What follows belongs to an exercise in optimizing a design on an open flow for small area and a short achievable clock period; a production flow would make more cautious choices.
No run shown here included a check of the RTL's function; only the layout flow was run.
Power and IR drop assume default switching activity.

===== flow/run.sh =====
#!/bin/bash
# synth_recipe.tcl (not shown) runs the flow's synth.tcl, then flattens the netlist and writes it again
# the make line also repeats each setting of config.mk as NAME=value (left out here)
make -C /OpenROAD-flow-scripts/flow DESIGN_CONFIG=/design/flow/config.mk WORK_HOME=/design/flow/orfs CLKGATE_MAP_FILE= SYNTH_SCRIPT=/design/flow/synth_recipe.tcl finish

===== flow/config.mk =====
export PLATFORM = sky130hd
export DESIGN_NAME = fp16
export DESIGN_NICKNAME = fp16
export VERILOG_FILES = /design/flow/design.v
export SDC_FILE = /design/flow/constraint.sdc
export NUM_CORES = 4
export LEC_CHECK = 0
export CAP_MARGIN = 20
export CORE_MARGIN = 2
export CORE_UTILIZATION = 40
export PLACE_DENSITY = 0.6
export SLEW_MARGIN = 20
export SYNTH_HIERARCHICAL = 1
export SYNTH_MINIMUM_KEEP_SIZE = 0

===== flow/constraint.sdc =====
create_clock -name core_clock -period 6.0 [get_ports {clk_50}]
set_input_delay 1.2000 -clock core_clock [delete_from_list [all_inputs] [get_ports {clk_50}]]
set_output_delay 1.2000 -clock core_clock [all_outputs]
set_load 0.01 [all_outputs]

===== flow/design.v =====
module add1(
	input clk,
	input en,
	input [15:0] x,
	output [15:0] z
	);
wire       nz = |x;
wire [4:0] e1 = x[14:10] + 5'd1;
wire [14:0] d = {e1[4:1], e1[0] & nz, x[9:0]};
reg [14:0] q;
always @(posedge clk) begin
	if (en) q <= d;
end
assign z = {1'b0, q};
endmodule
module fp16(
	input clk_50,reset_50,
	input [15:0] x_50,y_50,
	output [15:0] m_50,a_50
	);
reg        s1_s;
reg  [4:0] s1_e;
reg  [9:0] s1_xm, s1_ym;
reg        s1_nz;
always @(posedge clk_50) begin
	s1_s  <= x_50[15] ^ y_50[15];
	s1_e  <= x_50[14:10] + y_50[14:10] + 5'd17;	 
	s1_xm <= x_50[9:0];
	s1_ym <= y_50[9:0];
end
always @(posedge clk_50 or posedge reset_50) begin
	if (reset_50) s1_nz <= 1'b0;
	else          s1_nz <= (x_50 != 16'h0000) && (y_50 != 16'h0000);
end
wire [9:0] xm = s1_xm, ym = s1_ym;
wire [9:0] nxm = ~xm, nym = ~ym;
wire [9:0] npp [0:9];
genvar gi, gj;
generate for (gi = 0; gi < 10; gi = gi + 1) begin : g_pp
	for (gj = 0; gj < 10; gj = gj + 1) begin : g_pp2
		assign npp[gi][gj] = ~(xm[gi] & ym[gj]);
	end
end endgenerate
  wire hs0, hc0;
  assign hs0 = ~(npp[0][9] ^ npp[1][8]);
  assign hc0 = npp[0][9] | npp[1][8];
  wire fs1, fc1;
  fp16_fa u_fa1 (.a(nxm[0]), .b(nym[0]), .c(npp[1][9]), .s(fs1), .co(fc1));
  wire hs2, hc2;
  assign hs2 = ~(npp[2][8] ^ npp[3][7]);
  assign hc2 = npp[2][8] | npp[3][7];
  wire fs3, fc3;
  fp16_fa u_fa3 (.a(nxm[1]), .b(nym[1]), .c(npp[2][9]), .s(fs3), .co(fc3));
  wire hs4, hc4;
  assign hs4 = ~(npp[3][8] ^ npp[4][7]);
  assign hc4 = npp[3][8] | npp[4][7];
  wire fs5, fc5;
  fp16_fa u_fa5 (.a(nxm[2]), .b(nym[2]), .c(npp[3][9]), .s(fs5), .co(fc5));
  wire hs6, hc6;
  assign hs6 = ~(npp[0][6] ^ npp[1][5]);
  assign hc6 = npp[0][6] | npp[1][5];
  wire fs7, fc7;
  fp16_fa u_fa7 (.a(npp[0][7]), .b(npp[1][6]), .c(npp[2][5]), .s(fs7), .co(fc7));
  wire hs8, hc8;
  assign hs8 = ~(npp[3][4] ^ npp[4][3]);
  assign hc8 = npp[3][4] | npp[4][3];
  wire fs9, fc9;
  fp16_fa u_fa9 (.a(npp[0][8]), .b(npp[1][7]), .c(npp[2][6]), .s(fs9), .co(fc9));
  wire fs10, fc10;
  fp16_fa u_fa10 (.a(npp[3][5]), .b(npp[4][4]), .c(npp[5][3]), .s(fs10), .co(fc10));
  wire hs11, hc11;
  assign hs11 = ~(npp[6][2] ^ npp[7][1]);
  assign hc11 = npp[6][2] | npp[7][1];
  wire fs12, fc12;
  fp16_fa u_fa12 (.a(npp[2][7]), .b(npp[3][6]), .c(npp[4][5]), .s(fs12), .co(fc12));
  wire fs13, fc13;
  fp16_fa u_fa13 (.a(npp[5][4]), .b(npp[6][3]), .c(npp[7][2]), .s(fs13), .co(fc13));
  wire fs14, fc14;
  fp16_fa u_fa14 (.a(npp[8][1]), .b(npp[9][0]), .c(hs0), .s(fs14), .co(fc14));
  wire fs15, fc15;
  fp16_fa u_fa15 (.a(npp[4][6]), .b(npp[5][5]), .c(npp[6][4]), .s(fs15), .co(fc15));
  wire fs16, fc16;
  fp16_fa u_fa16 (.a(npp[7][3]), .b(npp[8][2]), .c(npp[9][1]), .s(fs16), .co(fc16));
  wire fs17, fc17;
  fp16_fa u_fa17 (.a(hc0), .b(hs2), .c(fs1), .s(fs17), .co(fc17));
  wire fs18, fc18;
  fp16_fa u_fa18 (.a(npp[5][6]), .b(npp[6][5]), .c(npp[7][4]), .s(fs18), .co(fc18));
  wire fs19, fc19;
  fp16_fa u_fa19 (.a(npp[8][3]), .b(npp[9][2]), .c(hc2), .s(fs19), .co(fc19));
  wire fs20, fc20;
  fp16_fa u_fa20 (.a(hs4), .b(fc1), .c(fs3), .s(fs20), .co(fc20));
  wire fs21, fc21;
  fp16_fa u_fa21 (.a(npp[4][8]), .b(npp[5][7]), .c(npp[6][6]), .s(fs21), .co(fc21));
  wire fs22, fc22;
  fp16_fa u_fa22 (.a(npp[7][5]), .b(npp[8][4]), .c(npp[9][3]), .s(fs22), .co(fc22));
  wire fs23, fc23;
  fp16_fa u_fa23 (.a(hc4), .b(fc3), .c(fs5), .s(fs23), .co(fc23));
  wire fs24, fc24;
  fp16_fa u_fa24 (.a(nxm[3]), .b(nym[3]), .c(npp[4][9]), .s(fs24), .co(fc24));
  wire fs25, fc25;
  fp16_fa u_fa25 (.a(npp[5][8]), .b(npp[6][7]), .c(npp[7][6]), .s(fs25), .co(fc25));
  wire fs26, fc26;
  fp16_fa u_fa26 (.a(npp[8][5]), .b(npp[9][4]), .c(fc5), .s(fs26), .co(fc26));
  wire fs27, fc27;
  fp16_fa u_fa27 (.a(nxm[4]), .b(nym[4]), .c(npp[5][9]), .s(fs27), .co(fc27));
  wire fs28, fc28;
  fp16_fa u_fa28 (.a(npp[6][8]), .b(npp[7][7]), .c(npp[8][6]), .s(fs28), .co(fc28));
  wire fs29, fc29;
  fp16_fa u_fa29 (.a(nxm[5]), .b(nym[5]), .c(npp[6][9]), .s(fs29), .co(fc29));
  wire hs30, hc30;
  assign hs30 = ~(npp[0][4] ^ npp[1][3]);
  assign hc30 = npp[0][4] | npp[1][3];
  wire fs31, fc31;
  fp16_fa u_fa31 (.a(npp[0][5]), .b(npp[1][4]), .c(npp[2][3]), .s(fs31), .co(fc31));
  wire hs32, hc32;
  assign hs32 = ~(npp[3][2] ^ npp[4][1]);
  assign hc32 = npp[3][2] | npp[4][1];
  wire fs33, fc33;
  fp16_fa u_fa33 (.a(npp[2][4]), .b(npp[3][3]), .c(npp[4][2]), .s(fs33), .co(fc33));
  wire fs34, fc34;
  fp16_fa u_fa34 (.a(npp[5][1]), .b(npp[6][0]), .c(hs6), .s(fs34), .co(fc34));
  wire fs35, fc35;
  fp16_fa u_fa35 (.a(npp[5][2]), .b(npp[6][1]), .c(npp[7][0]), .s(fs35), .co(fc35));
  wire fs36, fc36;
  fp16_fa u_fa36 (.a(hc6), .b(hs8), .c(fs7), .s(fs36), .co(fc36));
  wire fs37, fc37;
  fp16_fa u_fa37 (.a(npp[8][0]), .b(hc8), .c(hs11), .s(fs37), .co(fc37));
  wire fs38, fc38;
  fp16_fa u_fa38 (.a(fc7), .b(fs9), .c(fs10), .s(fs38), .co(fc38));
  wire fs39, fc39;
  fp16_fa u_fa39 (.a(hc11), .b(fc9), .c(fc10), .s(fs39), .co(fc39));
  wire fs40, fc40;
  fp16_fa u_fa40 (.a(fs12), .b(fs13), .c(fs14), .s(fs40), .co(fc40));
  wire fs41, fc41;
  fp16_fa u_fa41 (.a(fc12), .b(fc13), .c(fs15), .s(fs41), .co(fc41));
  wire fs42, fc42;
  fp16_fa u_fa42 (.a(fs16), .b(fc14), .c(fs17), .s(fs42), .co(fc42));
  wire fs43, fc43;
  fp16_fa u_fa43 (.a(fc15), .b(fc16), .c(fs18), .s(fs43), .co(fc43));
  wire fs44, fc44;
  fp16_fa u_fa44 (.a(fs19), .b(fc17), .c(fs20), .s(fs44), .co(fc44));
  wire fs45, fc45;
  fp16_fa u_fa45 (.a(fc18), .b(fs21), .c(fs22), .s(fs45), .co(fc45));
  wire fs46, fc46;
  fp16_fa u_fa46 (.a(fc19), .b(fc20), .c(fs23), .s(fs46), .co(fc46));
  wire fs47, fc47;
  fp16_fa u_fa47 (.a(fc21), .b(fc22), .c(fs24), .s(fs47), .co(fc47));
  wire fs48, fc48;
  fp16_fa u_fa48 (.a(fs25), .b(fc23), .c(fs26), .s(fs48), .co(fc48));
  wire fs49, fc49;
  fp16_fa u_fa49 (.a(npp[9][5]), .b(fc24), .c(fc25), .s(fs49), .co(fc49));
  wire fs50, fc50;
  fp16_fa u_fa50 (.a(fs27), .b(fs28), .c(fc26), .s(fs50), .co(fc50));
  wire fs51, fc51;
  fp16_fa u_fa51 (.a(npp[7][8]), .b(npp[8][7]), .c(npp[9][6]), .s(fs51), .co(fc51));
  wire fs52, fc52;
  fp16_fa u_fa52 (.a(fc27), .b(fc28), .c(fs29), .s(fs52), .co(fc52));
  wire fs53, fc53;
  fp16_fa u_fa53 (.a(nxm[6]), .b(nym[6]), .c(npp[7][9]), .s(fs53), .co(fc53));
  wire fs54, fc54;
  fp16_fa u_fa54 (.a(npp[8][8]), .b(npp[9][7]), .c(fc29), .s(fs54), .co(fc54));
  wire fs55, fc55;
  fp16_fa u_fa55 (.a(nxm[7]), .b(nym[7]), .c(npp[8][9]), .s(fs55), .co(fc55));
  wire hs56, hc56;
  assign hs56 = ~(npp[0][3] ^ npp[1][2]);
  assign hc56 = npp[0][3] | npp[1][2];
  wire fs57, fc57;
  fp16_fa u_fa57 (.a(npp[2][2]), .b(npp[3][1]), .c(npp[4][0]), .s(fs57), .co(fc57));
  wire fs58, fc58;
  fp16_fa u_fa58 (.a(npp[5][0]), .b(hc30), .c(hs32), .s(fs58), .co(fc58));
  wire fs59, fc59;
  fp16_fa u_fa59 (.a(hc32), .b(fc31), .c(fs33), .s(fs59), .co(fc59));
  wire fs60, fc60;
  fp16_fa u_fa60 (.a(fc33), .b(fs35), .c(fc34), .s(fs60), .co(fc60));
  wire fs61, fc61;
  fp16_fa u_fa61 (.a(fc35), .b(fs37), .c(fc36), .s(fs61), .co(fc61));
  wire fs62, fc62;
  fp16_fa u_fa62 (.a(fc37), .b(fc38), .c(fs39), .s(fs62), .co(fc62));
  wire fs63, fc63;
  fp16_fa u_fa63 (.a(fc39), .b(fs41), .c(fc40), .s(fs63), .co(fc63));
  wire fs64, fc64;
  fp16_fa u_fa64 (.a(fc41), .b(fs43), .c(fc42), .s(fs64), .co(fc64));
  wire fs65, fc65;
  fp16_fa u_fa65 (.a(fc43), .b(fs45), .c(fc44), .s(fs65), .co(fc65));
  wire fs66, fc66;
  fp16_fa u_fa66 (.a(fc45), .b(fs47), .c(fc46), .s(fs66), .co(fc66));
  wire fs67, fc67;
  fp16_fa u_fa67 (.a(fc47), .b(fs49), .c(fc48), .s(fs67), .co(fc67));
  wire fs68, fc68;
  fp16_fa u_fa68 (.a(fs51), .b(fc49), .c(fs52), .s(fs68), .co(fc68));
  wire fs69, fc69;
  fp16_fa u_fa69 (.a(fc51), .b(fs53), .c(fc52), .s(fs69), .co(fc69));
  wire fs70, fc70;
  fp16_fa u_fa70 (.a(npp[9][8]), .b(fc53), .c(fs55), .s(fs70), .co(fc70));
  wire fs71, fc71;
  fp16_fa u_fa71 (.a(nxm[8]), .b(nym[8]), .c(npp[9][9]), .s(fs71), .co(fc71));
  wire hs72, hc72;
  assign hs72 = ~(npp[0][2] ^ npp[1][1]);
  assign hc72 = npp[0][2] | npp[1][1];
  wire fs73, fc73;
  fp16_fa u_fa73 (.a(npp[2][1]), .b(npp[3][0]), .c(hs56), .s(fs73), .co(fc73));
  wire fs74, fc74;
  fp16_fa u_fa74 (.a(hc56), .b(hs30), .c(fs57), .s(fs74), .co(fc74));
  wire fs75, fc75;
  fp16_fa u_fa75 (.a(fc57), .b(fs31), .c(fs58), .s(fs75), .co(fc75));
  wire fs76, fc76;
  fp16_fa u_fa76 (.a(fc58), .b(fs34), .c(fs59), .s(fs76), .co(fc76));
  wire fs77, fc77;
  fp16_fa u_fa77 (.a(fc59), .b(fs36), .c(fs60), .s(fs77), .co(fc77));
  wire fs78, fc78;
  fp16_fa u_fa78 (.a(fs38), .b(fc60), .c(fs61), .s(fs78), .co(fc78));
  wire fs79, fc79;
  fp16_fa u_fa79 (.a(fc61), .b(fs40), .c(fs62), .s(fs79), .co(fc79));
  wire fs80, fc80;
  fp16_fa u_fa80 (.a(fc62), .b(fs42), .c(fs63), .s(fs80), .co(fc80));
  wire fs81, fc81;
  fp16_fa u_fa81 (.a(fs44), .b(fc63), .c(fs64), .s(fs81), .co(fc81));
  wire fs82, fc82;
  fp16_fa u_fa82 (.a(fs46), .b(fc64), .c(fs65), .s(fs82), .co(fc82));
  wire fs83, fc83;
  fp16_fa u_fa83 (.a(fs48), .b(fc65), .c(fs66), .s(fs83), .co(fc83));
  wire fs84, fc84;
  fp16_fa u_fa84 (.a(fs50), .b(fc66), .c(fs67), .s(fs84), .co(fc84));
  wire fs85, fc85;
  fp16_fa u_fa85 (.a(fc50), .b(fs68), .c(fc67), .s(fs85), .co(fc85));
  wire fs86, fc86;
  fp16_fa u_fa86 (.a(fs54), .b(fc68), .c(fs69), .s(fs86), .co(fc86));
  wire fs87, fc87;
  fp16_fa u_fa87 (.a(fc54), .b(fs70), .c(fc69), .s(fs87), .co(fc87));
  wire fs88, fc88;
  fp16_fa u_fa88 (.a(fc55), .b(fs71), .c(fc70), .s(fs88), .co(fc88));
  wire fs89, fc89;
  fp16_fa u_fa89 (.a(nxm[9]), .b(nym[9]), .c(fc71), .s(fs89), .co(fc89));
wire [21:0] nra = {1'b1, fc89, fc88, fc87, fc86, fc85, fc84, fc83, fc82, fc81, fc80, fc79, fc78, fc77, fc76, fc75, fc74, fc73, hc72, hs72, npp[0][1], npp[0][0]};
wire [21:0] nrb = {1'b1, 1'b0, fs89, fs88, fs87, fs86, fs85, fs84, fs83, fs82, fs81, fs80, fs79, fs78, fs77, fs76, fs75, fs74, fs73, npp[2][0], npp[1][0], 1'b1};
wire [21:0] np  = nra + nrb + 22'd1;
wire [21:0] p   = ~np;
wire       hi  = p[21];
wire       sa  = s1_nz & hi;
wire       sb  = s1_nz & ~hi;
wire [4:0] e1  = s1_e + 5'd1;
wire [14:0] mag = ({15{sa}} & {e1, p[20:11]}) | ({15{sb}} & {s1_e, p[19:10]});
wire [15:0] m_d = {s1_nz & s1_s, mag};
reg [15:0] m_q;
always @(posedge clk_50 or posedge reset_50) begin
	if (reset_50) m_q <= 16'h0000;
	else          m_q <= m_d;
end
assign m_50 = m_q;
reg c0, c1;
wire ph0 = ~(c0 | c1);
always @(posedge clk_50 or posedge reset_50) begin
	if (reset_50) begin
		c0 <= 1'b0;
		c1 <= 1'b0;
	end else begin
		c0 <= ph0;
		c1 <= c0;
	end
end
add1 a1(.clk(clk_50), .en(ph0), .x(m_q), .z(a_50));
endmodule
module fp16_fa(input a, b, c, output s, co);
	assign s  = a ^ b ^ c;
	assign co = (a & b) | (a & c) | (b & c);
endmodule

==> metrics.md, run 1 <==
| Metric | Value |
|---|---|
| Share of power burned in registers | 0.174 |
| Worst path buffer plus inverter count | 2 |
| Power Density | 579 nW/um^2 |
| First-pass GRT wire length | 22,900 um |
| CP startpoint kind | flip-flop |
| Reg2reg end | m_q[4] |
| DRT Wirelength | 14,000 um |
| Post-CTS Setup Repair Bufs | 0 |
| Number of enable flip-flop cells after synthesis | 15 |
| WL/cell | 17.7 um |
| Setup crit end | m_q[4] |
| Net Sw Power | 1.77 mW |
| Crit path required time | 6.24 ns |
| Placed cells | 775 |
| Post-synthesis net count | 716 |
| DP HPWL | 11,600 um |
| Flop and latch count out of synthesis | 60 |
| Clock Tree Buf Depth | 2 |
| Switching share of power | 0.467 |
| Clock-pin slew on the worst setup and hold paths | 0.05 ns |
| Crit path top cell by count | fa_1 |
| Fillers | 1,245 |
| Unrepaired setup endpoints after global routing | no |
| Layout cells sized above 1 | 0.0358 |
| DRC violations left | 0 |
| Antenna violations before repair | 0 |
| Via count | 4,256 |
| Final Cycle Share | 0.867 |
| YS warnings | 8 |
| Worst path max stage delay | 0.53 ns |
| Post-Syn Instances | 563 |
| Post-CTS Hold Fix Bufs | 0 |
| P_leak | 2.58 nW |
| Combinational share of power | 0.695 |
| CP arrival | 5.44 ns |
| First drt pass iteration count | 4 |
| CTS Root Cell | clkbuf_16 |
| Worst Reg-to-Reg Cells | 15 |
| CTS sink count | 60 |
| Kind of critical path | flip-flop to flip-flop |
| FF-to-FF setup slack | 0.80 ns |
| Io pins | 66 |
| Rel. slew slack | 0.471 |
| CTS buffer count | 9 |
| Dominant synthesized flop cell | dfxtp_1 |
| Post-cts resize count | 0 |
| Asr flop ratio synth | 0.317 |
| Cell with the largest stage delay on the worst path | dfxtp_1 |
| Core area | 13,400 um^2 |
| CTS H-tree depth | 3 |
| Crit path launch | s1_xm[1] |
| Crit-path max FO | 11 |
| Max Cap Viol | 0 |
| Slew @ Worst Pin | 0.786 ns |
| Hold Crit Class | flip-flop to flip-flop |
| Initial drt markers | 230 |
| GRT Overall Usage | 0.204 |
| Worst Skew | 0.00609 ns |
| Top delay family on crit path | adder cells |
| Stages on worst setup path | 15 |
| NumNets Final | 763 |
| Chip Height | 122 um |
| Slew Viols, Final | 0 |
| Die width | 122 um |
| Final Wtd Congestion | 0.945 |
| Overflow after GRT | 0 |
| Mean Syn Cell Area | 9.84 um^2 |
| Rows | 42 |
| Pin count of the biggest net entering global routing | 20 |
| Synthesized area | 5540 um^2 |
| Post-route ant nets | 0 |
| Setup TNS | 0 ns |
| Clock Latency Late Sink | 0.34 ns |
| CTS tree | yes |
| Clk network pwr share | 0.132 |
| Run status | no timing/DRC/antenna violations |
| Final min period | 5.20 ns |
| Area Growth Syn to Fin | 18.4% |
| Worst VDD drop | 0.305 mV |
| Final hold slack | 0.392 ns |
| Register area share after synthesis | 0.261 |
| Vias in the first global route | 4,415 |
| Critical Path End Type | flip-flop |
| Netlist cell types | 55 |
| Antenna Cells | 0 |
| Final Hold Violating Endpoints | 0 |
| Vias per cell | 5.38 |
| Die area | 14,800 um^2 |
| Number of port buffers | 64 |
| Internal | 2.03 mW |
| Worst path cell trace | inv_1 -> nor2_1 -> ha_1 -> inv_1 -> fa_1 -> fa_1 -> fa_1 -> fa_1 -> ha_1 -> nand2_1 -> o21ai_0 -> nor2_1 -> a21oi_2 -> o21ai_1 -> o22ai_1 |
| Starting density of the core | 0.413 |
| Reg2reg start | s1_xm[1] |
| Final setup fails | 0 |
| FMAX | 0.192 GHz |
| Layout Cells excl Fill | 791 |
[registers in the layout (all words and copies together), names as in the netlist]
signal and count:
a1.q 15, c0 1, c1 1, m_q 16, s1_e 5, s1_nz 1, s1_s 1, s1_xm 10
s1_ym 10
[modules after synthesis, one instance, submodules excluded]
module	cells	flip-flops and latches	area [um^2]
add1	31	15	566
fp16	452	45	3370
fp16_fa	1	0	20.0
[cell usage after synthesis (all sizes together), types with 7 or more instances]
| library cell | number | share of area |
|---|---|---|
| dfxtp | 26 | 0.094 |
| nand3 | 12 | 0.011 |
| nor2 | 32 | 0.022 |
| nor4 | 13 | 0.015 |
| o21ai | 17 | 0.017 |
| and2 | 7 | 0.0079 |
| nand4 | 8 | 0.0090 |
| a21o | 8 | 0.011 |
| nand2 | 96 | 0.066 |
| o211ai | 7 | 0.010 |
| ha | 38 | 0.086 |
| dfrtp | 19 | 0.086 |
| xnor2 | 9 | 0.014 |
| a211oi | 8 | 0.011 |
| clkbuf | 22 | 0.015 |
| edfxtp | 15 | 0.081 |
| fa | 81 | 0.29 |
| inv | 50 | 0.034 |
| a21oi | 24 | 0.022 |
[area by class of cell]
| class | instances | area (um^2) | area share |
|---|---|---|---|
| clock buffer | 11 | 233 | 0.0355 |
| inverter | 50 | 188 | 0.0286 |
| tap | 176 | 220 | 0.0336 |
| multi-input combinational | 425 | 3770 | 0.576 |
| sequential | 60 | 1450 | 0.221 |
| timing repair buffer | 64 | 641 | 0.0977 |
| clock inverter | 5 | 53.8 | 0.00821 |
[cell families after synthesis]
group,synth area share
and+or+nand+nor,0.161
adders and majority gates,0.379
AOI/OAI and AO/OA,0.115
buffers and inverters,0.0578
DFF,0.261
xor gates and xnor gates,0.0221
muxes,0.00361
other,0.000677
[cell usage in the layout, fill, tap and decap left out, drive strengths merged, types with 3 or more instances in the layout]
| master | n |
|---|---|
| xor2 | 5 |
| o21a | 4 |
| o21ai | 17 |
| a21oi | 24 |
| nand2 | 96 |
| o22ai | 6 |
| dfrtp | 19 |
| inv | 50 |
| nand3 | 12 |
| o211ai | 7 |
| nor3 | 5 |
| and2 | 7 |
| nor4 | 13 |
| and4 | 3 |
| ha | 38 |
| xnor2 | 9 |
| clkbuf | 11 |
| and3 | 5 |
| edfxtp | 15 |
| a211oi | 8 |
| fa | 81 |
| a21o | 8 |
| a31oi | 4 |
| dfxtp | 26 |
| nand2b | 3 |
| clkdlybuf4s50 | 64 |
| nor2 | 32 |
| or4 | 3 |
| nor3b | 3 |
| nand4 | 8 |
| o31ai | 3 |
[stage by stage]
step	power, mW	util	setup WS [ns]	cell area [um^2]
floorplan	2.54	-	1.38	5540
global route	4.12	0.489	0.425	6560
global placement	3.22	0.468	0.890	6270
finish	3.80	0.489	0.799	6560
CTS	3.78	0.489	0.831	6550
detailed placement	3.26	0.468	0.857	6270
[routing by layer]
metal	track usage	vias to the layer above	wire length, um
met5	0	-	0
met4	0.0726	0	301
met3	0.0421	22	860
met2	0.341	156	6790
met1	0.265	2081	6020
li1	-	1997	-
[how the worst min path moves through the flow]
stage | from | to | slack (ns) | cells past startpoint
detailed placement | c0 | c1 | 0.37 | 0
global route | c0 | c1 | 0.41 | 0
global placement | c0 | c1 | 0.36 | 0
finish | c0 | c1 | 0.39 | 0
floorplan | c0 | c1 | 0.35 | 0
CTS | c0 | c1 | 0.38 | 0
[power groups by stage]
stage / clock (mW) / sequential, mW / combinational (mW)
finish: 0.500 / 0.659 / 2.64
global route: 0.524 / 0.674 / 2.92
CTS: 0.510 / 0.661 / 2.61
detailed placement: 0 / 0.668 / 2.60
global placement: 0 / 0.664 / 2.56
floorplan: 0 / 0.689 / 1.85
==> inputs of run 2 (changes only) <==
--- a/flow/config.mk
+++ b/flow/config.mk
@@ -11,2 +11,3 @@
 export PLACE_DENSITY = 0.6
+export SETUP_SLACK_MARGIN = 2.5
 export SLEW_MARGIN = 20
==> run 2 against run 1 <==
Clock skew about the same. Combinational power grew 55%. Total power rose by 40%. Non-clock buffer count rose by 44. Routed wire length up 11%. Die area did not move. Final cell count rose by 5.7%. Via count rose by 8.1%. Setup slack better by 0.71 ns. Maximum frequency rose by 16%.
==> metrics.md, run 2 <==
| Metric | Value |
|---|---|
| First-pass GRT wire length | 24,900 um (+9.0%) |
| Critical Path End Type | flip-flop |
| Clock-pin slew on the worst setup and hold paths | 0.05 ns (about the same) |
| Area Growth Syn to Fin | 36.2% |
| Worst Skew | 0.00606 ns (-0.0000334 ns) |
| Hold Crit Endpoint | c1 |
| CTS H-tree depth | 3 (unchanged) |
| Layout cells sized above 1 | 0.264 (+0.228) |
| First drt pass iteration count | 5 (+1) |
| Multi-input logic area | 4250 um^2 (+13%) |
| HP Start | c0 |
| Top cells by area, synth | fa_1 (29%), dfxtp_1 (9.4%), dfrtp_1 (8.6%) |
| Final Hold Violating Endpoints | 0 (unchanged) |
| CP startpoint kind | flip-flop |
| Pin count of the biggest net entering global routing | 20 (unchanged) |
| WL/cell | 18.6 um (+5.4%) |
| CTS Root Cell | clkbuf_16 |
| Number of port buffers | 64 (unchanged) |
| Hold Path Depth | 0 (unchanged) |
| Slew @ Worst Pin | 0.741 ns (-0.0453 ns) |
| Synthesized area | 5540 um^2 (unchanged) |
| Rel. slew slack | 0.501 (+0.0305) |
| Rows | 42 (unchanged) |
| Clock Latency Late Sink | 0.33 ns (about the same) |
| Mean Syn Cell Area | 9.84 um^2 (unchanged) |
| Most frequent cells in the layout | nand2_1 (89), fa_1 (66), clkdlybuf4s50_1 (64), inv_1 (40), buf_4 (34) |
| CTS buffer count | 9 (unchanged) |
| Asr flop ratio synth | 0.317 (unchanged) |
| YS warnings | 8 (unchanged) |
| Register area share after synthesis | 0.261 (unchanged) |
| Cell with the largest stage delay on the worst path | fa_2 |
| Netlist cell types | 55 (unchanged) |
| Post-Syn Instances | 563 (unchanged) |
| Reg2reg start | s1_xm[1] |
| DRC violations left | 0 (unchanged) |
| FF-to-FF setup slack | 1.51 ns (+0.71 ns) |
| Number of enable flip-flop cells after synthesis | 15 (unchanged) |
| Crit path top cell by count | fa_2 |
| Yosys top cell area share | 0.293 (unchanged) |
| Clock Tree Buf Depth | 2 (unchanged) |
| Core area | 13,400 um^2 (unchanged) |
| Max reg flops | 16 (unchanged) |
| Worst path cell trace | inv_6 -> fa_2 -> fa_1 -> fa_2 -> fa_2 -> fa_1 -> ha_4 -> a21o_4 -> and2_1 -> a2111oi_4 -> o211ai_1 -> o31ai_1 -> a21oi_1 |
| Crit path required time | 6.21 ns (-0.03 ns) |
| GRT Overall Usage | 0.221 (+0.0165) |
| Slew Viols, Final | 0 (unchanged) |
| Worst Reg-to-Reg Cells | 13 (-2) |
| Dominant synthesized flop cell | dfxtp_1 |
| Power after layout | 5.33 mW (+40%) |
| Initial drt markers | 249 (+8.3%) |
| CP arrival | 4.70 ns (-0.74 ns) |
| Kind of critical path | flip-flop to flip-flop |
| Setup TNS | 0 ns (unchanged) |
| Crit-path max FO | 4 (-7) |
| Hold Crit Class | flip-flop to flip-flop |
| Io pins | 66 (unchanged) |
| Final min period | 4.49 ns (-0.713 ns) |
| Post-route ant nets | 0 (unchanged) |
| Die area | 14,800 um^2 (unchanged) |
| P_leak | 2.92 nW (+13%) |
| Fillers | 1,125 (-9.6%) |
| CTS tree | yes |
| Power Density | 707 nW/um^2 (+22%) |
| Final Wtd Congestion | 0.952 (+0.78%) |
| Run status | no timing/DRC/antenna violations |
| DP HPWL | 12,000 um (+3.7%) |
| Unrepaired setup endpoints after global routing | yes |
| Antenna violations before repair | 0 (unchanged) |
| Vias per cell | 5.50 (+2.3%) |
| Top Registers | m_q x16, a1.q x15 |
| Reg2reg end | m_q[2] |
| CTS sink count | 60 (unchanged) |
| Most frequent cell after synthesis | nand2_1 |
| Worst path max stage delay | 0.56 ns (+0.03 ns) |
| Starting density of the core | 0.413 (unchanged) |
| Max Cap Viol | 0 (unchanged) |
| Worst VDD drop | 0.395 mV (+30%) |
| Synth area leader | fa_1 |
| Final setup fails | 0 (unchanged) |
| Via count | 4,601 (+8.1%) |
| Vias in the first global route | 4,906 (+11%) |
| Reg with most FFs | m_q |
| Layout Cells excl Fill | 836 (+5.7%) |
| Final Cycle Share | 0.748 (-0.119) |
| Chip Height | 122 um (unchanged) |
| DRT Wirelength | 15,600 um (+11%) |
| Flop and latch count out of synthesis | 60 (unchanged) |
| NumNets Final | 808 (+5.9%) |
| Antenna Cells | 0 (unchanged) |
| Die width | 122 um (unchanged) |
| Overflow after GRT | 0 (unchanged) |
| Commonest cells in the netlist | nand2_1 (95), fa_1 (81), inv_1 (50) |
| Storage element area | 1510 um^2 (+4.7%) |
| Placed cells | 775 (unchanged) |
| Commonest non-fill, non-tap cell in the layout | nand2_1 |
| Post-synthesis net count | 716 (unchanged) |
| FMAX | 0.223 GHz (+16%) |
==> run 2: what timing repair did <==
| action | CTS | global route |
|---|---|---|
| endpoints found under the setup margin | 15 | 15 |
| cloned | 1 | 0 |
| buffers inserted | 40 | 4 |
| pin swaps | 41 | 17 |
| hold buffers | 0 | 0 |
| resized for setup | 122 | 27 |
==> run 2: final cells by class <==
type | instances | share of cell area
Inverter | 50 | 0.0265
Tap cell | 176 | 0.0292
Multi-Input combinational cell | 426 | 0.564
Clock buffer | 11 | 0.0322
Sequential cell | 60 | 0.201
Timing Repair Buffer | 108 | 0.135
Clock inverter | 5 | 0.0131
==> run 2: worst max-delay path, delay by kind of cell (launching register included) <==
kind                     cells  cell delay (ns)
AO/OA/AOI/OAI                5             1.14
AND/OR/NAND/NOR              1             0.18
flip-flops                   1             0.40
buffers and inverters        1             0.05
adder cells (fa/ha/maj)      6             2.57
==> run 2: where the power goes <==
group / leakage, nW / switching, mW / total [mW] / internal, mW
Clock: 0.167 / 0.175 / 0.589 / 0.414
Sequential: 0.582 / 0.0838 / 0.653 / 0.569
Combinational: 2.18 / 2.09 / 4.09 / 2.00
==> run 2: metal layers <==
layer,routed length [um],global-route usage,share of wire
met5,0,0,0
met4,571,0.0984,0.037
met3,897,0.0421,0.058
met2,7810,0.383,0.50
met1,6290,0.267,0.40
==> run 2: worst max path at each step <==
stage               startpoint       to
global route          s1_ym[0]   m_q[1]
detailed placement    s1_xm[4]   m_q[8]
global placement      s1_xm[4]   m_q[8]
CTS                   s1_xm[1]   m_q[2]
floorplan             s1_xm[2]  m_q[13]
finish                s1_xm[1]   m_q[2]
==> run 2: per-module statistics from Yosys, one instance, submodules excluded <==
| module | cells | area (um^2) | flops+latches |
|---|---|---|---|
| add1 | 31 | 566 | 15 |
| fp16_fa | 1 | 20.0 | 0 |
| fp16 | 452 | 3370 | 45 |
==> run 2: per-stage QoR <==
step           setup slack (ns)  cell area [um^2]  utilization  hold WS (ns)
2_1_floorplan              1.66              5650            -         0.355
3_3_place_gp               1.16              6330        0.472         0.360
3_5_place_dp               1.15              6330        0.472         0.367
4_1_cts                    1.64              7370        0.550         0.378
5_1_grt                    1.42              7550        0.563         0.429
6_report                   1.51              7550        0.563         0.411
==> run 2: logic make-up (layout without fill, tap and decap cells) <==
kind of cell / Yosys count / in the layout / synth area share
other: 1 / 1 / 0.000677
and+or+nand+nor: 194 / 194 / 0.161
AOI/OAI and AO/OA: 95 / 96 / 0.115
muxes: 2 / 2 / 0.00361
xor gates and xnor gates: 14 / 14 / 0.0221
DFF: 60 / 60 / 0.261
buffers and inverters: 78 / 174 / 0.0578
adders and majority gates: 119 / 119 / 0.379
==> inputs of run 3 (changes only) <==
==> flow/flow/run.sh (new file) <==
#!/bin/bash
set -e
export BUFFER_PORTS_ARGS="-buffer_cell sky130_fd_sc_hd__buf_1"
bash standard.sh > standard.log 2>&1
==> flow/standard.sh (new file) <==
#!/bin/bash
# synth_recipe.tcl (not shown) runs the flow's synth.tcl, then flattens the netlist and writes it again
# the make line also repeats each setting of config.mk as NAME=value (left out here)
make -C /OpenROAD-flow-scripts/flow DESIGN_CONFIG=/design/flow/config.mk WORK_HOME=/design/flow/orfs CLKGATE_MAP_FILE= SYNTH_SCRIPT=/design/flow/synth_recipe.tcl "${@:-finish}"
--- a/flow/config.mk
+++ b/flow/config.mk
@@ -10,2 +10,3 @@
 export CORE_UTILIZATION = 40
+export CTS_BUF_LIST = sky130_fd_sc_hd__clkbuf_4 sky130_fd_sc_hd__clkbuf_8
 export PLACE_DENSITY = 0.6
removed: flow/run.sh
==> run 3 against run 2 <==
Largest power group unchanged. Largest cell class unchanged. Routed wire length decreased by 5.0%. Critical path depth unchanged. Via count decreased by 3.9%. Critical path type unchanged. Register-to-register slack improved by 0.06 ns. Still clean on timing, DRC and antenna.
==> metrics.md, run 3 <==
| Metric | Value |
|---|---|
| Run status | no timing/DRC/antenna violations |
| Most frequent cells in the layout | nand2_1 (91), fa_1 (69), buf_1 (64), inv_1 (42), nor2_1 (30) |
| CTS tree | yes |
| WL/cell | 18.1 um (-2.7%) |
| Switching share of power | 0.467 (+0.0267) |
| GRT Overall Usage | 0.215 (-0.00542) |
| Net Sw Power | 2.07 mW (-12%) |
| Area Growth Syn to Fin | 20.7% |
| Via count | 4,420 (-3.9%) |
| Netlist cell types | 55 (unchanged) |
| Worst Reg-to-Reg Cells | 13 (unchanged) |
| Share of power burned in registers | 0.148 (+0.026) |
| P_leak | 2.57 nW (-12%) |
| Final Wtd Congestion | 0.978 (+2.7%) |
| Cell with the largest stage delay on the worst path | fa_1 |
| Layout Cells excl Fill | 816 (-2.4%) |
| Core area | 13,400 um^2 (unchanged) |
| CTS sink count | 60 (unchanged) |
| Post-Syn Instances | 563 (unchanged) |
| Reg2reg start | s1_xm[1] |
| Register area share after synthesis | 0.261 (unchanged) |
| First drt pass iteration count | 5 (unchanged) |
| Final setup fails | 0 (unchanged) |
| Slew Viols, Final | 0 (unchanged) |
| Max reg flops | 16 (unchanged) |
| NumNets Final | 788 (-2.5%) |
| Internal | 2.36 mW (-21%) |
| Power Density | 662 nW/um^2 (-6.3%) |
| Commonest non-fill, non-tap cell in the layout | nand2_1 |
| Clock Tree Buf Depth | 2 (unchanged) |
| Top cells by area, synth | fa_1 (29%), dfxtp_1 (9.4%), dfrtp_1 (8.6%) |
| CTS Root Cell | clkbuf_8 |
| Final Hold Violating Endpoints | 0 (unchanged) |
| Rows | 42 (unchanged) |
| Final min period | 4.43 ns (-0.0615 ns) |
| Post-synthesis net count | 716 (unchanged) |
| Crit path required time | 6.24 ns (+0.03 ns) |
| YS warnings | 8 (unchanged) |
| Fillers | 1,238 (+10%) |
| Setup TNS | 0 ns (unchanged) |
| Vias in the first global route | 4,720 (-3.8%) |
| Layout cells sized above 1 | 0.213 (-0.0511) |
| Clk network pwr share | 0.091 (-0.019) |
| Worst path cell trace | buf_4 -> nand2_1 -> fa_1 -> fa_1 -> fa_1 -> fa_1 -> ha_2 -> nand2_1 -> or3_1 -> o21ai_2 -> o21ai_0 -> xnor2_1 -> a211oi_2 |
| Hold Crit Endpoint | c1 |
| DRT Wirelength | 14,800 um (-5.0%) |
| Synth area leader | fa_1 |
| Combinational share of power | 0.761 (-0.006) |
| CP startpoint kind | flip-flop |
| Asr flop ratio synth | 0.317 (unchanged) |
| CTS buffer count | 9 (unchanged) |
| Worst path max stage delay | 0.56 ns (about the same) |
| Worst path buffer plus inverter count | 1 (unchanged) |
| Worst Skew | 0.00590 ns (-0.000162 ns) |
| CP arrival | 4.67 ns (-0.03 ns) |
| FMAX | 0.226 GHz (+1.4%) |
| Vias per cell | 5.42 (-1.6%) |
| Yosys top cell area share | 0.293 (unchanged) |
| DP HPWL | 11,700 um (-2.9%) |
| Starting density of the core | 0.413 (unchanged) |
| Final Cycle Share | 0.738 (-0.0102) |
| Die area | 14,800 um^2 (unchanged) |
| Antenna violations before repair | 0 (unchanged) |
| Reg2reg end | m_q[0] |
| HP Start | c0 |
| Clock Latency Late Sink | 0.37 ns (+0.04 ns) |
| Most frequent cell after synthesis | nand2_1 |
| Rel. slew slack | 0.383 (-0.119) |
| Max Cap Viol | 0 (unchanged) |
| Pin count of the biggest net entering global routing | 20 (unchanged) |
| Number of enable flip-flop cells after synthesis | 15 (unchanged) |
| Unrepaired setup endpoints after global routing | yes |
| Hold Path Depth | 0 (unchanged) |
| First-pass GRT wire length | 24,100 um (-3.2%) |
| Dominant synthesized flop cell | dfxtp_1 |
| Crit path top cell by count | fa_1 |
| Number of port buffers | 64 (unchanged) |
| Crit-path max FO | 6 (+2) |
| Multi-input logic area | 4090 um^2 (-3.8%) |
| Clock-pin slew on the worst setup and hold paths | 0.07 ns (+0.02 ns) |
| Power after layout | 4.43 mW (-17%) |
| Io pins | 66 (unchanged) |
| Flop and latch count out of synthesis | 60 (unchanged) |
| Critical Path End Type | flip-flop |
| DRC violations left | 0 (unchanged) |
| Mean Syn Cell Area | 9.84 um^2 (unchanged) |
| Commonest cells in the netlist | nand2_1 (95), fa_1 (81), inv_1 (50) |
| Slew @ Worst Pin | 0.917 ns (+0.176 ns) |
| Top Registers | m_q x16, a1.q x15 |
| Antenna Cells | 0 (unchanged) |
| Chip Height | 122 um (unchanged) |
| Kind of critical path | flip-flop to flip-flop |
| Placed cells | 776 (+0.13%) |
| FF-to-FF setup slack | 1.57 ns (+0.06 ns) |
| Top delay family on crit path | adder cells |
| Synthesized area | 5540 um^2 (unchanged) |
| Overflow after GRT | 0 (unchanged) |
| Hold Crit Class | flip-flop to flip-flop |
| Worst VDD drop | 0.410 mV (+3.9%) |
| Reg with most FFs | m_q |
| Die width | 122 um (unchanged) |
| Initial drt markers | 223 (-10%) |
| Storage element area | 1500 um^2 (-0.74%) |
| Post-route ant nets | 0 (unchanged) |
| CTS H-tree depth | 3 (unchanged) |
run 3: kinds of logic (layout without fill, tap and decap cells):
logic type | count (synthesis) | after routing | share of synthesized area
other | 1 | 1 | 0.000677
XOR/XNOR | 14 | 14 | 0.0221
AND/OR/NAND/NOR | 194 | 194 | 0.161
multiplexers | 2 | 2 | 0.00361
AO/OA/AOI/OAI | 95 | 95 | 0.115
buffers and inverters | 78 | 155 | 0.0578
flip-flops | 60 | 60 | 0.261
adder cells (fa/ha/maj) | 119 | 119 | 0.379
run 3: layout make-up:
class,count,area share
Timing Repair Buffer,89,0.0687
Clock inverter,5,0.0116
Tap cell,176,0.0329
Clock buffer,11,0.0208
Multi-Input combinational cell,425,0.612
Inverter,50,0.0292
Sequential cell,60,0.225
run 3: worst max path at each step:
stage,startpoint,endpoint,slack (ns),cells past startpoint
finish,s1_xm[1],m_q[0],1.57,13
global route,s1_ym[9],m_q[2],1.46,13
CTS,s1_ym[9],m_q[2],1.60,13
detailed placement,s1_xm[2],m_q[8],1.11,13
global placement,s1_xm[2],m_q[8],1.12,13
floorplan,s1_xm[2],m_q[13],1.66,16
run 3: modules after synthesis (local to each module, per instance):
module	cells	area [um^2]	times used	flops+latches
fp16	452	3370	1	45
add1	31	566	1	15
fp16_fa	1	20.0	80	0
run 3: power groups by stage:
stage,Clock (mW),Combinational [mW],Sequential (mW)
CTS,0.416,3.18,0.654
finish,0.404,3.37,0.655
global placement,0,2.56,0.660
floorplan,0,2.02,0.690
detailed placement,0,2.58,0.665
global route,0.433,3.68,0.670
run 3: timing repair:
action                     in CTS  in global routing
hold buffers                    0                  0
buffers inserted               22                  2
resized for setup              95                 15
hold endpoints to repair        0                  0
pin swaps                      28                 10
setup endpoints to repair      15                 15
gates cloned                    0                  0
run 3: metrics by stage:
step	util	setup WS, ns	hold slack [ns]	instance area [um^2]
floorplan	-	1.66	0.355	5650
global placement	0.443	1.12	0.363	5930
detailed placement	0.443	1.11	0.376	5930
CTS	0.493	1.60	0.389	6610
global route	0.499	1.46	0.426	6680
finish	0.499	1.57	0.403	6680
run 3: metal layers:
metal,vias up,part of all wire,GRT usage
li1,2046,-,-
met1,2175,0.43,0.277
met2,161,0.48,0.349
met3,38,0.055,0.0449
met4,0,0.039,0.103
met5,-,0,0
==> inputs of run 4 (changes only) <==
--- a/flow/config.mk
+++ b/flow/config.mk
@@ -12,3 +12,3 @@
 export PLACE_DENSITY = 0.6
-export SETUP_SLACK_MARGIN = 2.5
+export SETUP_SLACK_MARGIN = 1.5
 export SLEW_MARGIN = 20
==> run 4 against run 3 <==
Highest routed layer unchanged. Still clean on timing, DRC and antenna. Via count shrank 0.68%. Worst hold slack worse by 0.0032 ns. Routed wire length down 2.3%. Largest power group unchanged. Critical endpoint unchanged.
==> metrics.md, run 4 <==
| Metric | Value |
|---|---|
| Cell area after layout | 6470 um^2 (-3.1%) |
| Layout cells sized above 1 | 0.177 (-0.0353) |
| Dominant synthesized flop cell | dfxtp_1 |
| Worst path max stage delay | 0.62 ns (+0.06 ns) |
| Post-synthesis adder-cell area fraction | 0.379 (unchanged) |
| Compound-gate portion of the synthesized area | 0.115 (unchanged) |
| Overflow after GRT | 0 (unchanged) |
| Multiplexer share of the synthesized area | 0.00361 (unchanged) |
| Flop and latch count out of synthesis | 60 (unchanged) |
| Worst Skew | 0.00715 ns (+0.00125 ns) |
| Die area | 14,800 um^2 (unchanged) |
| Worst VDD drop | 0.359 mV (-13%) |
| Clock Latency Late Sink | 0.36 ns (about the same) |
| GRT Overall Usage | 0.209 (-0.00685) |
| Starting density of the core | 0.413 (unchanged) |
| Final Cycle Share | 0.744 (+0.00590) |
| Rows | 42 (unchanged) |
| First drt pass iteration count | 5 (unchanged) |
| Slew Viols, Final | 0 (unchanged) |
| WL/cell | 17.9 um (-1.3%) |
| Final hold slack | 0.400 ns (-0.00321 ns) |
| Setup TNS | 0 ns (unchanged) |
| Synth Area in XOR/XNOR | 0.0221 (unchanged) |
| Placed cells | 775 (-0.13%) |
| Number of enable flip-flop cells after synthesis | 15 (unchanged) |
| Power Density | 638 nW/um^2 (-3.6%) |
| Top Registers | m_q x16, a1.q x15 |
| Worst setup margin | 1.54 ns (-0.0354 ns) |
| CTS sink count | 60 (unchanged) |
| Worst Reg-to-Reg Cells | 12 (-1) |
| Area Growth Syn to Fin | 16.9% |
| Hold Crit Class | flip-flop to flip-flop |
| Register area share after synthesis | 0.261 (unchanged) |
| Largest family of logic cells by synthesized area | adder cells |
| Most frequent cells in the layout | nand2_1 (92), fa_1 (73), buf_1 (64), inv_1 (42) |
| Cell with the largest stage delay on the worst path | fa_1 |
| Via count | 4,390 (-0.68%) |
| Place WS | 1.07 ns (-0.0468 ns) |
| Asr flop ratio synth | 0.317 (unchanged) |
| Rel. slew slack | 0.441 (+0.0578) |
| Reg with most FFs | m_q |
| Most frequent cell after synthesis | nand2_1 |
| Post-route ant nets | 0 (unchanged) |
| NumNets Final | 780 (-1.0%) |
| Final Hold Violating Endpoints | 0 (unchanged) |
| Post-Syn Instances | 563 (unchanged) |
| DRT Wirelength | 14,400 um (-2.3%) |
| Final Wtd Congestion | 0.914 (-6.5%) |
| Mean Syn Cell Area | 9.84 um^2 (unchanged) |
| Commonest cells in the netlist | nand2_1 (95), fa_1 (81), inv_1 (50) |
| Top delay family on crit path | adder cells |
| Synth area leader | fa_1 |
| DRC violations left | 0 (unchanged) |
| Critical Path End Type | flip-flop |
| Die width | 122 um (unchanged) |
| Yosys top cell area share | 0.293 (unchanged) |
| Crit path top cell by count | fa_1 |
| Antenna violations before repair | 0 (unchanged) |
| Hold Path Depth | 0 (unchanged) |
| Slew @ Worst Pin | 0.831 ns (-0.0859 ns) |
| CP startpoint kind | flip-flop |
| Multi-input logic area | 3990 um^2 (-2.4%) |
| CTS buffer count | 9 (unchanged) |
| CTS H-tree depth | 3 (unchanged) |
| First-pass GRT wire length | 23,400 um (-2.9%) |
| Synthesized area | 5540 um^2 (unchanged) |
| Worst path buffer plus inverter count | 0 (-1) |
| Kind of critical path | flip-flop to flip-flop |
| Run status | no timing/DRC/antenna violations |
| Storage element area | 1510 um^2 (+0.25%) |
| Worst path cell trace | nand2_1 -> fa_1 -> fa_1 -> fa_1 -> fa_1 -> ha_2 -> nand2_1 -> or3_1 -> o21ai_2 -> o21ai_0 -> xnor2_1 -> a211oi_1 |
| Chip Height | 122 um (unchanged) |
| Top cells by area, synth | fa_1 (29%), dfxtp_1 (9.4%), dfrtp_1 (8.6%) |
| Pin count of the biggest net entering global routing | 20 (unchanged) |
| Stages on worst setup path | 12 (-1) |
| Max reg flops | 16 (unchanged) |
| Clock Tree Buf Depth | 2 (unchanged) |
| Number of port buffers | 64 (unchanged) |
| Io pins | 66 (unchanged) |
| Antenna Cells | 0 (unchanged) |
| Power after layout | 4.13 mW (-6.7%) |
| Final min period | 4.46 ns (+0.0354 ns) |
| Max Cap Viol | 0 (unchanged) |
| Fillers | 1,290 (+4.2%) |
| DP HPWL | 11,700 um (+0.14%) |
| FMAX | 0.224 GHz (-0.79%) |
| Vias in the first global route | 4,549 (-3.6%) |
| Final setup fails | 0 (unchanged) |
| Crit path required time | 6.26 ns (+0.02 ns) |
| Crit-path max FO | 11 (+5) |
| Initial drt markers | 223 (unchanged) |
| Post-synthesis net count | 716 (unchanged) |
| CTS tree | yes |
| YS warnings | 8 (unchanged) |
| Unrepaired setup endpoints after global routing | yes |
| Layout Cells excl Fill | 808 (-0.98%) |
| Vias per cell | 5.43 (+0.30%) |
| Core area | 13,400 um^2 (unchanged) |
| Placed cell areas | 5870 um^2 (-1.0%) |
| Commonest non-fill, non-tap cell in the layout | nand2_1 |
| Netlist cell types | 55 (unchanged) |
| CTS Root Cell | clkbuf_8 |
| Post-layout util | 0.483 (-0.0157) |
| Clock-pin slew on the worst setup and hold paths | 0.07 ns (about the same) |
| P_leak | 2.47 nW (-3.9%) |
| CP arrival | 4.72 ns (+0.05 ns) |
| Simple-Gate Fraction of Synth Area | 0.161 (unchanged) |
run 4: cell counts after synthesis:
Identical to the previous run, type by type.
run 4: repair_timing:
item                       CTS  global route
setup endpoints to repair   15            15
hold endpoints to repair     0             0
pin swaps                    4             8
hold buffers                 0             0
gates resized for setup     59            39
buffers inserted             6            10
gates cloned                 0             1
run 4: area by class of cell:
type / count / area share
timing repair buffer: 80 / 0.0572
tap: 176 / 0.0340
clock buffer: 10 / 0.0203
sequential: 60 / 0.233
multi-input combinational: 426 / 0.616
clock inverter: 6 / 0.0101
inverter: 50 / 0.0294
run 4: modules after synthesis (local to each module, per instance):
module | flops+latches | cells | times used
fp16 | 45 | 452 | 1
add1 | 15 | 31 | 1
fp16_fa | 0 | 1 | 80
run 4: metal layers:
metal / GRT usage / wire (um) / vias up / share of wire
met3: 0.0384 / 821 / 23 / 0.057
li1: - / - / 2034 / -
met2: 0.345 / 6940 / 173 / 0.48
met1: 0.269 / 6280 / 2160 / 0.43
met4: 0.0898 / 397 / 0 / 0.027
met5: 0 / 0 / - / 0
run 4: logic make-up (layout without fill, tap and decap cells):
kind of cell / after synthesis / count (layout)
compound gates: 95 / 96
simple gates: 194 / 194
mux: 2 / 2
other cells: 1 / 1
flops: 60 / 60
buf+inv: 78 / 146
xor+xnor: 14 / 14
fa+ha+maj: 119 / 119
run 4: final timing paths:
kind	from	end	slack, ns
worst max register to register	s1_xm[5]	m_q[0]	1.54
worst min register to register	c0	c1	0.40
max in group asynchronous	reset_50	c1	4.62
worst min-delay path	c0	c1	0.40
min in group asynchronous	reset_50	s1_nz	0.91
worst max-delay path	s1_xm[5]	m_q[0]	1.54
run 4: worst register-to-register path: stages, from the launching register on:
cell and delay (ns):
dfxtp_2 0.50, nand2_1 0.11, fa_1 0.46, fa_1 0.41, fa_1 0.62, fa_1 0.45, ha_2 0.41, nand2_1 0.10
or3_1 0.44, o21ai_2 0.22, o21ai_0 0.15, xnor2_1 0.20, a211oi_1 0.30
run 4: power by group:
part           switching [mW]  total (mW)  internal [mW]
Combinational            1.73        3.11           1.38
Sequential             0.0850       0.653          0.568
Clock                   0.170       0.366          0.196
Total                    1.98        4.13           2.15
==> inputs of run 5 (changes only) <==
--- a/flow/config.mk
+++ b/flow/config.mk
@@ -12,3 +12,3 @@
 export PLACE_DENSITY = 0.6
-export SETUP_SLACK_MARGIN = 1.5
+export SETUP_SLACK_MARGIN = 2.0
 export SLEW_MARGIN = 20
==> run 5 against run 4 <==
Combinational power rose by 8.4%. Synthesized cell count is the same. Worst hold slack gained 0.0032 ns. Maximum frequency is 0.80% higher. Non-clock buffer count rose by 9. Highest routed layer unchanged.
==> metrics.md, run 5 <==
| Metric | Value |
|---|---|
| Worst path cell trace | buf_4 -> nand2_1 -> fa_1 -> fa_1 -> fa_1 -> fa_1 -> ha_2 -> nand2_1 -> or3_1 -> o21ai_2 -> o21ai_0 -> xnor2_1 -> a211oi_2 |
| Crit path launch | s1_xm[1] |
| Top delay family on crit path | adder cells |
| Post-route ant nets | 0 (unchanged) |
| CTS sink count | 60 (unchanged) |
| Simple-Gate Fraction of Synth Area | 0.161 (unchanged) |
| Worst path max stage delay | 0.56 ns (-0.06 ns) |
| DP HPWL | 11,700 um (-0.14%) |
| Slew @ Worst Pin | 0.917 ns (+0.0859 ns) |
| First drt pass iteration count | 5 (unchanged) |
| CTS H-tree depth | 3 (unchanged) |
| Post-synthesis net count | 716 (unchanged) |
| Post-synthesis adder-cell area fraction | 0.379 (unchanged) |
| Placed cells | 776 (+0.13%) |
| Max Cap Viol | 0 (unchanged) |
| Final min period | 4.43 ns (-0.0354 ns) |
| Top cells by area, synth | fa_1 (29%), dfxtp_1 (9.4%), dfrtp_1 (8.6%) |
| Antenna Cells | 0 (unchanged) |
| CTS buffer count | 9 (unchanged) |
| DRC violations left | 0 (unchanged) |
| Synth area leader | fa_1 |
| CP startpoint kind | flip-flop |
| Most frequent cell after synthesis | nand2_1 |
| Clock Latency Late Sink | 0.37 ns (about the same) |
| Rel. slew slack | 0.383 (-0.0578) |
| First-pass GRT wire length | 24,100 um (+3.0%) |
| Unrepaired setup endpoints after global routing | yes |
| Kind of critical path | flip-flop to flip-flop |
| Crit path top cell by count | fa_1 |
| Largest family of logic cells by synthesized area | adder cells |
| Chip Height | 122 um (unchanged) |
| Clock-pin slew on the worst setup and hold paths | 0.07 ns (about the same) |
| Core area | 13,400 um^2 (unchanged) |
| Most frequent cells in the layout | nand2_1 (91), fa_1 (69), buf_1 (64), inv_1 (42), nor2_1 (30) |
| DRT Wirelength | 14,800 um (+2.3%) |
| Final setup fails | 0 (unchanged) |
| NumNets Final | 788 (+1.0%) |
| Number of port buffers | 64 (unchanged) |
| Reg with most FFs | m_q |
| Synth Area in XOR/XNOR | 0.0221 (unchanged) |
| Register area share after synthesis | 0.261 (unchanged) |
| Number of enable flip-flop cells after synthesis | 15 (unchanged) |
| Io pins | 66 (unchanged) |
| Vias in the first global route | 4,720 (+3.8%) |
| YS warnings | 8 (unchanged) |
| Power after layout | 4.43 mW (+7.2%) |
| Max reg flops | 16 (unchanged) |
| Crit path required time | 6.24 ns (-0.02 ns) |
| Final Cycle Share | 0.738 (-0.00590) |
| CTS Root Cell | clkbuf_8 |
| Fillers | 1,238 (-4.0%) |
| Run status | no timing/DRC/antenna violations |
| Power Density | 662 nW/um^2 (+3.8%) |
| Top Registers | m_q x16, a1.q x15 |
| Layout cells sized above 1 | 0.213 (+0.0353) |
| Worst Skew | 0.00590 ns (-0.00125 ns) |
| Overflow after GRT | 0 (unchanged) |
| GRT Overall Usage | 0.215 (+0.00685) |
| Rows | 42 (unchanged) |
| Die area | 14,800 um^2 (unchanged) |
| CTS tree | yes |
| Commonest non-fill, non-tap cell in the layout | nand2_1 |
| Post-CTS Hold Fix Bufs | 0 (unchanged) |
| Via count | 4,420 (+0.68%) |
| Multiplexer share of the synthesized area | 0.00361 (unchanged) |
| Slew Viols, Final | 0 (unchanged) |
| Compound-gate portion of the synthesized area | 0.115 (unchanged) |
| Cell with the largest stage delay on the worst path | fa_1 |
| Hold Crit Class | flip-flop to flip-flop |
| Dominant synthesized flop cell | dfxtp_1 |
| Post-Syn Instances | 563 (unchanged) |
| Critical Path End Type | flip-flop |
| Netlist cell types | 55 (unchanged) |
| Worst VDD drop | 0.410 mV (+14%) |
| Worst path buffer plus inverter count | 1 (+1) |
| Setup TNS | 0 ns (unchanged) |
| Initial drt markers | 223 (unchanged) |
| Starting density of the core | 0.413 (unchanged) |
| Yosys top cell area share | 0.293 (unchanged) |
| Layout Cells excl Fill | 816 (+0.99%) |
| Vias per cell | 5.42 (-0.30%) |
| Die width | 122 um (unchanged) |
| FMAX | 0.226 GHz (+0.80%) |
| Mean Syn Cell Area | 9.84 um^2 (unchanged) |
| P_leak | 2.57 nW (+4.1%) |
| Crit-path max FO | 6 (-5) |
| Commonest cells in the netlist | nand2_1 (95), fa_1 (81), inv_1 (50) |
| WL/cell | 18.1 um (+1.3%) |
| Asr flop ratio synth | 0.317 (unchanged) |
| Area Growth Syn to Fin | 20.7% |
| Reg2reg start | s1_xm[1] |
| Final Hold Violating Endpoints | 0 (unchanged) |
| Final Wtd Congestion | 0.978 (+7.0%) |
| HP Start | c0 |
| Antenna violations before repair | 0 (unchanged) |
| Pin count of the biggest net entering global routing | 20 (unchanged) |
| Clock Tree Buf Depth | 2 (unchanged) |
| CP arrival | 4.67 ns (-0.05 ns) |
| Flop and latch count out of synthesis | 60 (unchanged) |
| Synthesized area | 5540 um^2 (unchanged) |
==> run 5: cells by family (layout without fill, tap and decap cells) <==
family,Yosys count,in the layout
AOI/OAI and AO/OA,95,95
muxes,2,2
adders and majority gates,119,119
DFF,60,60
other,1,1
xor gates and xnor gates,14,14
buffers and inverters,78,155
and+or+nand+nor,194,194
==> run 5: area by class of cell <==
class | instances | area (um^2) | share of cell area
Clock buffer | 11 | 139 | 0.0208
Clock inverter | 5 | 77.6 | 0.0116
Inverter | 50 | 195 | 0.0292
Multi-Input combinational cell | 425 | 4090 | 0.612
Sequential cell | 60 | 1500 | 0.225
Tap cell | 176 | 220 | 0.0329
Timing Repair Buffer | 89 | 459 | 0.0687
==> run 5: worst reg2reg max path: stages, from the launching register on <==
cell      delay (ns)
dfxtp_4         0.40
buf_4           0.14
nand2_1         0.06
fa_1            0.43
fa_1            0.46
fa_1            0.56
fa_1            0.45
ha_2            0.41
nand2_1         0.11
or3_1           0.45
o21ai_2         0.26
o21ai_0         0.16
xnor2_1         0.31
a211oi_2        0.12
==> run 5: metrics by stage <==
| stage | hold WS [ns] | util | setup slack [ns] | area, um^2 |
|---|---|---|---|---|
| finish | 0.403 | 0.499 | 1.57 | 6680 |
| CTS | 0.389 | 0.493 | 1.60 | 6610 |
| global route | 0.426 | 0.499 | 1.46 | 6680 |
| detailed placement | 0.376 | 0.443 | 1.11 | 5930 |
| global placement | 0.363 | 0.443 | 1.12 | 5930 |
| floorplan | 0.355 | - | 1.66 | 5650 |
==> run 5: worst paths after layout <==
| path | endpoint | slack (ns) | cells past startpoint |
|---|---|---|---|
| worst max register to register | m_q[0] | 1.57 | 13 |
| worst min register to register | c1 | 0.40 | 0 |
| max in group asynchronous | c1 | 4.67 | 2 |
| min in group asynchronous | m_q[15] | 0.89 | 2 |
| worst min-delay path | c1 | 0.40 | 0 |
| worst max-delay path | m_q[0] | 1.57 | 13 |
==> run 5: per-module statistics from Yosys (local to each module, per instance) <==
module	copies in the design	cell area [um^2]	flops+latches
fp16	1	3370	45
fp16_fa	80	20.0	0
add1	1	566	15
==> run 5: report_power, final <==
part	total, mW	switching (mW)	internal (mW)
Sequential	0.655	0.0863	0.569
Clock	0.404	0.163	0.241
Combinational	3.37	1.82	1.55
==> run 5: repair_timing <==
action,4_1_cts,5_1_grt
setup endpoints to repair,15,15
buffers inserted,22,2
pin swaps,28,10
gates resized for setup,95,15
==> run 5: per-layer routing <==
layer / up-vias / wire (um) / GRT usage / part of all wire
li1: 2046 / - / - / -
met1: 2175 / 6360 / 0.277 / 0.43
met2: 161 / 7020 / 0.349 / 0.48
met3: 38 / 818 / 0.0449 / 0.055
met4: 0 / 578 / 0.103 / 0.039
met5: - / 0 / 0 / 0

separate check: timing with driven ports:
How much do the figures lean on ideal ports? The routed layouts below were timed once more, with nothing changed but the port constraints.
Step 1: set_driving_cell puts a clkbuf_16 on clk_50 and a buf_2 on each other input, an assumption about the parent block.
Step 2 adds t to the input delays and takes it off the output delays; t is the mean of the earliest and latest rising clock arrival at the registers after step 1. Input paths then give back, and output paths get back, about the clock's delay inside the block.
a / b / c = ideal ports / drivers / drivers and shift; a / b = the first two.
| run | t (ns) | setup slack, ns | worst setup path at the end | worst register clock-pin slew, ns |
|---|---|---|---|---|
| run 1 | 0.379 | 0.799 / 0.799 / 0.799 | register to register | 0.05 / 0.05 |
| run 2 | 0.374 | 1.511 / 1.511 / 1.511 | register to register | 0.05 / 0.05 |
| run 3 | 0.399 | 1.573 / 1.573 / 1.573 | register to register | 0.07 / 0.07 |
| run 4 | 0.396 | 1.537 / 1.537 / 1.537 | register to register | 0.07 / 0.07 |
| run 5 | 0.399 | 1.573 / 1.573 / 1.573 | register to register | 0.07 / 0.07 |
After both steps every run listed still meets setup and hold.
